Source: an optimization exercise on an open RTL-to-GDS flow (aim: small area). Production flows keep margins and buffers that such runs may drop. In this exercise RTL edits were held to simulation tests only and were not proved equivalent to the original. The clock port is modelled as an ideal driver, which makes a skipped or thinned clock tree look cheaper than it is; a real chip needs a root buffer or a tree. Power figures rest on the tool's default switching activity, not on a simulated workload.

main:
// top
module top (
    input clk,              
    input rst,              
    input [2:0] buttons,    
    input sw_left,          
    input sw_right,         
    output [6:0] segments,  
    output [7:0] anodes     
);
    reg a_d, b_d, c_d;
    always @(posedge clk) begin
        a_d <= buttons[0];
        b_d <= buttons[1];
        c_d <= buttons[2];
    end
    reg coinc, coinc_prev, cp, cp_d;
    always @(posedge clk) begin
        if (rst) begin
            coinc <= 1'b0; coinc_prev <= 1'b0; cp <= 1'b0; cp_d <= 1'b0;
        end else begin
            coinc <= a_d & b_d; coinc_prev <= coinc; cp <= coinc & ~coinc_prev; cp_d <= cp;
        end
    end
    wire en;
    m_susp u_susp (.clk(clk), .rst(rst), .cp(cp), .en(en));
    wire inc_a, inc_b;
    m_edge u_edge (.clk(clk), .rst(rst), .en(en), .a_d(a_d), .b_d(b_d), .inc_a(inc_a), .inc_b(inc_b));
    wire [15:0] digits_a, digits_b, digits_c;
    m_cnt u_cnta (.clk(clk), .rst(rst), .inc(inc_a), .q(digits_a));
    m_cnt u_cntb (.clk(clk), .rst(rst), .inc(inc_b), .q(digits_b));
    m_cnt u_cntc (.clk(clk), .rst(rst), .inc(cp_d), .q(digits_c));
    wire [10:0] digits_d;
    m_tdc u_tdc (.clk(clk), .rst(rst), .cp(cp), .c_d(c_d), .q(digits_d));
    wire [2:0] cur;
    m_scan u_scan (.clk(clk), .rst(rst), .cur(cur));
    m_disp u_disp (.sw_left(sw_left), .sw_right(sw_right), .cur(cur), .da(digits_a), .db(digits_b),
                   .dc(digits_c), .dd(digits_d), .segments(segments), .anodes(anodes));
endmodule
Settings: LEC_CHECK=0, CAP_MARGIN=20, CORE_MARGIN=2, CORE_UTILIZATION=65, SLEW_MARGIN=20; clock period 20.0 ns.
standard.sh (not shown) runs the stock make flow with config.mk's settings and CLKGATE_MAP_FILE= SYNTH_SCRIPT=/design/flow/synth_recipe.tcl, a recipe that flattens the netlist after the stock synthesis.
==> flow/flow/run.sh <==
#!/bin/bash
# Own flow: the standard layout with an area-oriented ABC script in synthesis,
# buf_1 port buffers and a clock tree without dummy loads.
set -euo pipefail
export FLOW_SYNTH_TCL="$PWD/synth_recipe.tcl"
bash standard.sh \
  "SYNTH_SCRIPT=$PWD/flow/synth.tcl" "ADDER_MAP_FILE=" \
  "BUFFER_PORTS_ARGS=-buffer_cell sky130_fd_sc_hd__buf_1" \
  "CTS_ARGS=-sink_clustering_enable -repair_clock_nets -dont_use_dummy_load -buf_list {sky130_fd_sc_hd__clkbuf_4 sky130_fd_sc_hd__clkbuf_8} -root_buf sky130_fd_sc_hd__clkbuf_8 -sink_clustering_size 10" \
  finish > standard.log 2>&1
==> flow/flow/area.abc <==
strash
dch -f
amap
topo
==> flow/flow/synth.tcl <==
# The standard synthesis (synth_recipe.tcl) with ABC run on an area-oriented script.
# Registers are mapped before ABC runs, so they come out as in the standard synthesis.
set area_script [file join [file dirname [info script]] area.abc]
proc abc {args} {
  global area_script
  set i [lsearch -exact $args -script]
  if { $i >= 0 } {
    set args [lreplace $args [expr {$i + 1}] [expr {$i + 1}] $area_script]
  }
  yosys abc {*}$args
}
source $::env(FLOW_SYNTH_TCL)
Input changes introduced in the feature branch (baseline for comparison: main):
--- a/flow/flow/run.sh
+++ b/flow/flow/run.sh
@@ -8,3 +8,3 @@
   "BUFFER_PORTS_ARGS=-buffer_cell sky130_fd_sc_hd__buf_1" \
-  "CTS_ARGS=-sink_clustering_enable -repair_clock_nets -dont_use_dummy_load -buf_list {sky130_fd_sc_hd__clkbuf_4 sky130_fd_sc_hd__clkbuf_8} -root_buf sky130_fd_sc_hd__clkbuf_8 -sink_clustering_size 10" \
+  "CTS_ARGS=-sink_clustering_enable -repair_clock_nets -dont_use_dummy_load -buf_list sky130_fd_sc_hd__clkbuf_8 -sink_clustering_size 20" \
   finish > standard.log 2>&1
--- a/flow/config.mk
+++ b/flow/config.mk
@@ -7,5 +7,5 @@
 export LEC_CHECK = 0
-export CAP_MARGIN = 20
+export CAP_MARGIN = 0
 export CORE_MARGIN = 2
-export CORE_UTILIZATION = 65
-export SLEW_MARGIN = 20
+export CORE_UTILIZATION = 40
+export SLEW_MARGIN = 0
## What came out
The feature branch completed; timing, DRC and antenna clean. main has a higher clock transition at the registers of the reported paths than the feature branch. met1 demand-to-capacity share in global routing was higher in the run labelled main. Looking at power per cell area, the feature branch sits 1.5% lower than main does. Relative to main, the final critical-path share of the clock period of the feature branch is lower by 0.34 points. In the tables for the feature branch and main, non-clock buffer count reads higher with the feature branch. Comparing the feature branch and main, the lower post-route minimum period is on the feature branch. Comparing the feature branch and main, minimum setup slack in the final design is lower on main.

---

## job 1263
top, a different RTL version from the one above (not shown whole).
Size in the first run: about 450 cells after synthesis, about 110 flip-flops, roughly 22 I/O pins, about 4000 um2 of cells after synthesis.
## top
module top (
    input clk,              
    input rst,              
    input [2:0] buttons,    
    input sw_left,          
    input sw_right,         
    output [6:0] segments,  
    output [7:0] anodes     
);
==> flow/config.mk <==
export PLATFORM = sky130hd
export DESIGN_NAME = top
export DESIGN_NICKNAME = top
export VERILOG_FILES = /design/flow/design.v
export SDC_FILE = /design/flow/constraint.sdc
export NUM_CORES = 4
export LEC_CHECK = 0
export CAP_MARGIN = 20
export CORE_MARGIN = 2
export CORE_UTILIZATION = 72
export GPL_TIMING_DRIVEN = 0
export SLEW_MARGIN = 20
==> flow/constraint.sdc <==
create_clock -name core_clock -period 20.0 [get_ports {clk}]
set_input_delay 4.0000 -clock core_clock [delete_from_list [all_inputs] [get_ports {clk}]]
set_output_delay 4.0000 -clock core_clock [all_outputs]
set_load 0.01 [all_outputs]
==> flow/flow/run.sh <==
#!/bin/bash
# Own flow: the standard layout with
# - area-oriented ABC scripts in synthesis (synth.tcl),
# - buf_1 port buffers (buf_4 for the reset, flow/rstbuf.tcl),
# - no buffers above buf_4 for the resizer to insert (the platform's don't-use cells stay don't-use),
# - the clock buffered by flow/clkbuf.tcl (one clock buffer per group of nearby flip-flops)
#   instead of TritonCTS.
set -euo pipefail
export FLOW_SYNTH_TCL="$PWD/synth_recipe.tcl"
export CLK_GROUPS=4
export CLK_GROUP_CELL=sky130_fd_sc_hd__clkbuf_16
PLATFORM_DONT_USE="sky130_fd_sc_hd__probe_p_8 sky130_fd_sc_hd__probec_p_8 sky130_fd_sc_hd__lpflow_bleeder_1 sky130_fd_sc_hd__lpflow_clkbufkapwr_1 sky130_fd_sc_hd__lpflow_clkbufkapwr_16 sky130_fd_sc_hd__lpflow_clkbufkapwr_2 sky130_fd_sc_hd__lpflow_clkbufkapwr_4 sky130_fd_sc_hd__lpflow_clkbufkapwr_8 sky130_fd_sc_hd__lpflow_clkinvkapwr_1 sky130_fd_sc_hd__lpflow_clkinvkapwr_16 sky130_fd_sc_hd__lpflow_clkinvkapwr_2 sky130_fd_sc_hd__lpflow_clkinvkapwr_4 sky130_fd_sc_hd__lpflow_clkinvkapwr_8 sky130_fd_sc_hd__lpflow_decapkapwr_12 sky130_fd_sc_hd__lpflow_decapkapwr_3 sky130_fd_sc_hd__lpflow_decapkapwr_4 sky130_fd_sc_hd__lpflow_decapkapwr_6 sky130_fd_sc_hd__lpflow_decapkapwr_8 sky130_fd_sc_hd__lpflow_inputiso0n_1 sky130_fd_sc_hd__lpflow_inputiso0p_1 sky130_fd_sc_hd__lpflow_inputiso1n_1 sky130_fd_sc_hd__lpflow_inputiso1p_1 sky130_fd_sc_hd__lpflow_inputisolatch_1 sky130_fd_sc_hd__lpflow_isobufsrc_1 sky130_fd_sc_hd__lpflow_isobufsrc_16 sky130_fd_sc_hd__lpflow_isobufsrc_2 sky130_fd_sc_hd__lpflow_isobufsrc_4 sky130_fd_sc_hd__lpflow_isobufsrc_8 sky130_fd_sc_hd__lpflow_isobufsrckapwr_16 sky130_fd_sc_hd__lpflow_lsbuf_lh_hl_isowell_tap_1 sky130_fd_sc_hd__lpflow_lsbuf_lh_hl_isowell_tap_2 sky130_fd_sc_hd__lpflow_lsbuf_lh_hl_isowell_tap_4 sky130_fd_sc_hd__lpflow_lsbuf_lh_isowell_4 sky130_fd_sc_hd__lpflow_lsbuf_lh_isowell_tap_1 sky130_fd_sc_hd__lpflow_lsbuf_lh_isowell_tap_2 sky130_fd_sc_hd__lpflow_lsbuf_lh_isowell_tap_4 "
EXTRA_DONT_USE="sky130_fd_sc_hd__buf_6 sky130_fd_sc_hd__buf_8 sky130_fd_sc_hd__buf_12 sky130_fd_sc_hd__buf_16 sky130_fd_sc_hd__bufbuf_8 sky130_fd_sc_hd__bufbuf_16 sky130_fd_sc_hd__bufinv_8 sky130_fd_sc_hd__bufinv_16"
bash standard.sh \
  "SYNTH_SCRIPT=$PWD/flow/synth.tcl" "ADDER_MAP_FILE=" \
  "DONT_USE_CELLS=$PLATFORM_DONT_USE $EXTRA_DONT_USE" \
  "BUFFER_PORTS_ARGS=-buffer_cell sky130_fd_sc_hd__buf_1" \
  "PRE_CTS_TCL=$PWD/flow/clkbuf.tcl" \
  "PRE_RESIZE_TCL=$PWD/flow/rstbuf.tcl" \
  finish > standard.log 2>&1
==> flow/flow/a10.abc <==
strash
&get -n
&st
&dch -f
&nf -p -R 1000 -E 100 -F 8 -A 8
&put
topo
==> flow/flow/a11.abc <==
strash
&get -n
&st
&dch
&nf -p -R 1000 -E 100 -F 8 -A 8
&put
topo
==> flow/flow/a12.abc <==
strash
&get -n
&st
&dch -f
&nf -p -R 1000 -E 80 -F 8 -A 8
&put
topo
==> flow/flow/a9.abc <==
strash
&get -n
&st
&dch -f
&nf -p -R 1000 -E 100
&put
topo
==> flow/flow/rstbuf.tcl <==
# PRE_RESIZE hook: the reset port fans out to most flip-flops, so its port buffer is a
# buf_4 rather than the buf_1 the other ports get; repair_design then has no slew
# violation to fix on that net.
set rst_net [[ord::get_db_block] findNet rst]
foreach it [$rst_net getITerms] {
  set inst [$it getInst]
  if {[string match "sky130_fd_sc_hd__buf_*" [[$inst getMaster] getName]]} {
    replace_cell [$inst getName] sky130_fd_sc_hd__buf_4
    puts "reset port buffer [$inst getName] is now sky130_fd_sc_hd__buf_4"
  }
}
Other scripts of this flow, unchanged in this note and not shown: flow/flow/a1.abc, flow/flow/a2.abc, flow/flow/a3.abc, flow/flow/a4.abc, flow/flow/a5.abc, flow/flow/a6.abc, flow/flow/a7.abc, flow/flow/a8.abc, flow/flow/clkbuf.tcl, flow/flow/synth.tcl
Changes in job 5405 relative to job 1263:
diff --git a/flow/flow/run.sh b/flow/flow/run.sh
--- a/flow/flow/run.sh
+++ b/flow/flow/run.sh
@@ -2,5 +2,5 @@
 # Own flow: the standard layout with
 # - area-oriented ABC scripts in synthesis (synth.tcl),
-# - buf_1 port buffers (buf_4 for the reset, flow/rstbuf.tcl),
+# - buf_1 port buffers,
 # - no buffers above buf_4 for the resizer to insert (the platform's don't-use cells stay don't-use),
 # - the clock buffered by flow/clkbuf.tcl (one clock buffer per group of nearby flip-flops)
@@ -17,4 +17,3 @@
   "BUFFER_PORTS_ARGS=-buffer_cell sky130_fd_sc_hd__buf_1" \
   "PRE_CTS_TCL=$PWD/flow/clkbuf.tcl" \
-  "PRE_RESIZE_TCL=$PWD/flow/rstbuf.tcl" \
   finish > standard.log 2>&1
removed: flow/flow/a10.abc
removed: flow/flow/a11.abc
removed: flow/flow/a12.abc
removed: flow/flow/a9.abc
removed: flow/flow/rstbuf.tcl
==> run summary <==
- Die area of job 5405 exceeds that of job 1263 slightly.
- The summed area of non-filler cells in the final layout of job 5405 is higher than that of job 1263.
- For internal power component, job 1263 and job 5405 come out practically identical.
- Taking job 1263 as the reference point, the signed area change from the synthesized netlist to the final layout of job 5405 rises by 0.27 points.
- Compare job 1263 and job 5405 | post-placement worst setup slack higher: job 1263
- On worst setup slack, job 1263 beats job 5405.
- Measured against each other, job 1263 and job 5405 differ in number of vias per cell, the lower figure coming from job 1263.
Input-level comparison between job 1162 and job 5405:
diff --git a/flow/flow/run.sh b/flow/flow/run.sh
--- a/flow/flow/run.sh
+++ b/flow/flow/run.sh
@@ -2,5 +2,5 @@
 # Own flow: the standard layout with
 # - area-oriented ABC scripts in synthesis (synth.tcl),
-# - buf_1 port buffers,
+# - buf_1 port buffers (buf_4 for the reset, flow/rstbuf.tcl),
 # - no buffers above buf_4 for the resizer to insert (the platform's don't-use cells stay don't-use),
 # - the clock buffered by flow/clkbuf.tcl (one clock buffer per group of nearby flip-flops)
@@ -17,3 +17,4 @@
   "BUFFER_PORTS_ARGS=-buffer_cell sky130_fd_sc_hd__buf_1" \
   "PRE_CTS_TCL=$PWD/flow/clkbuf.tcl" \
+  "PRE_RESIZE_TCL=$PWD/flow/rstbuf.tcl" \
   finish > standard.log 2>&1
==> flow/flow/a9.abc (new file) <==
strash
&get -n
&st
&dch -f
&nf -p -R 1000 -E 100
&put
topo
==> flow/flow/rstbuf.tcl (new file) <==
# PRE_RESIZE hook: the reset port fans out to most flip-flops, so its port buffer is a
# buf_4 rather than the buf_1 the other ports get; repair_design then has no slew
# violation to fix on that net.
set rst_net [[ord::get_db_block] findNet rst]
foreach it [$rst_net getITerms] {
  set inst [$it getInst]
  if {[string match "sky130_fd_sc_hd__buf_*" [[$inst getMaster] getName]]} {
    replace_cell [$inst getName] sky130_fd_sc_hd__buf_4
    puts "reset port buffer [$inst getName] is now sky130_fd_sc_hd__buf_4"
  }
}
Notes after the runs:
- The slowest library cell on the worst path comes out sky130_fd_sc_hd__a311oi_1 in one run and sky130_fd_sc_hd__nor3b_1 in the other, namely in job 1162 and job 5405 respectively.
- Final setup slack of the worst path delta for job 1162 relative to job 5405: 0.046 ns higher
- Job 5405 → job 1162: last weighted congestion value of the routability-driven placer down about 1.5%; sequential portion of the cell area now sits higher; maximum frequency went up by 0.46%; worst hold slack after final layout shrank by 0.011 ns.
- Multi-input gate share of total cell area across job 1162 and job 5405: no real change.
In every run of this note, the design's own scripts or RTL, not TritonCTS, make the clock network.

## afterwards: timing with drivers on the ports
How much do the figures lean on ideal ports? The routed layouts below were timed once more, with nothing changed but the port constraints. Step 1 assumes that a clkbuf_16 drives the clock port and a buf_2 every other input. Step 2 times the ports against the registers' clock, not the clock port: input delays grow and output delays shrink by t, the midpoint of the rising clock arrivals with the driver on. Three values: ideal ports, drivers, drivers and shift; two values: the first two.
| run | t, ns | setup WS [ns] | worst hold slack (ns) |
|---|---|---|---|
| main | 0.382 | 9.787 / 9.763 / 9.763 | 0.392 / 0.392 / 0.392 |
| the feature branch | 0.391 | 9.855 / 9.832 / 9.832 | 0.380 / 0.380 / 0.380 |
| job 1263 | 0.230 | 10.120 / 10.098 / 10.098 | 0.353 / 0.353 / 0.353 |
| job 5405 | 0.234 | 10.047 / 10.022 / 10.022 | 0.359 / 0.359 / 0.359 |
| job 1162 | 0.232 | 10.093 / 10.065 / 10.065 | 0.348 / 0.348 / 0.348 |
After both steps every run listed still meets setup and hold. For job 1162, which loses most, drivers alone change the setup slack by -0.028 ns; drivers and shift together by -0.028 ns.
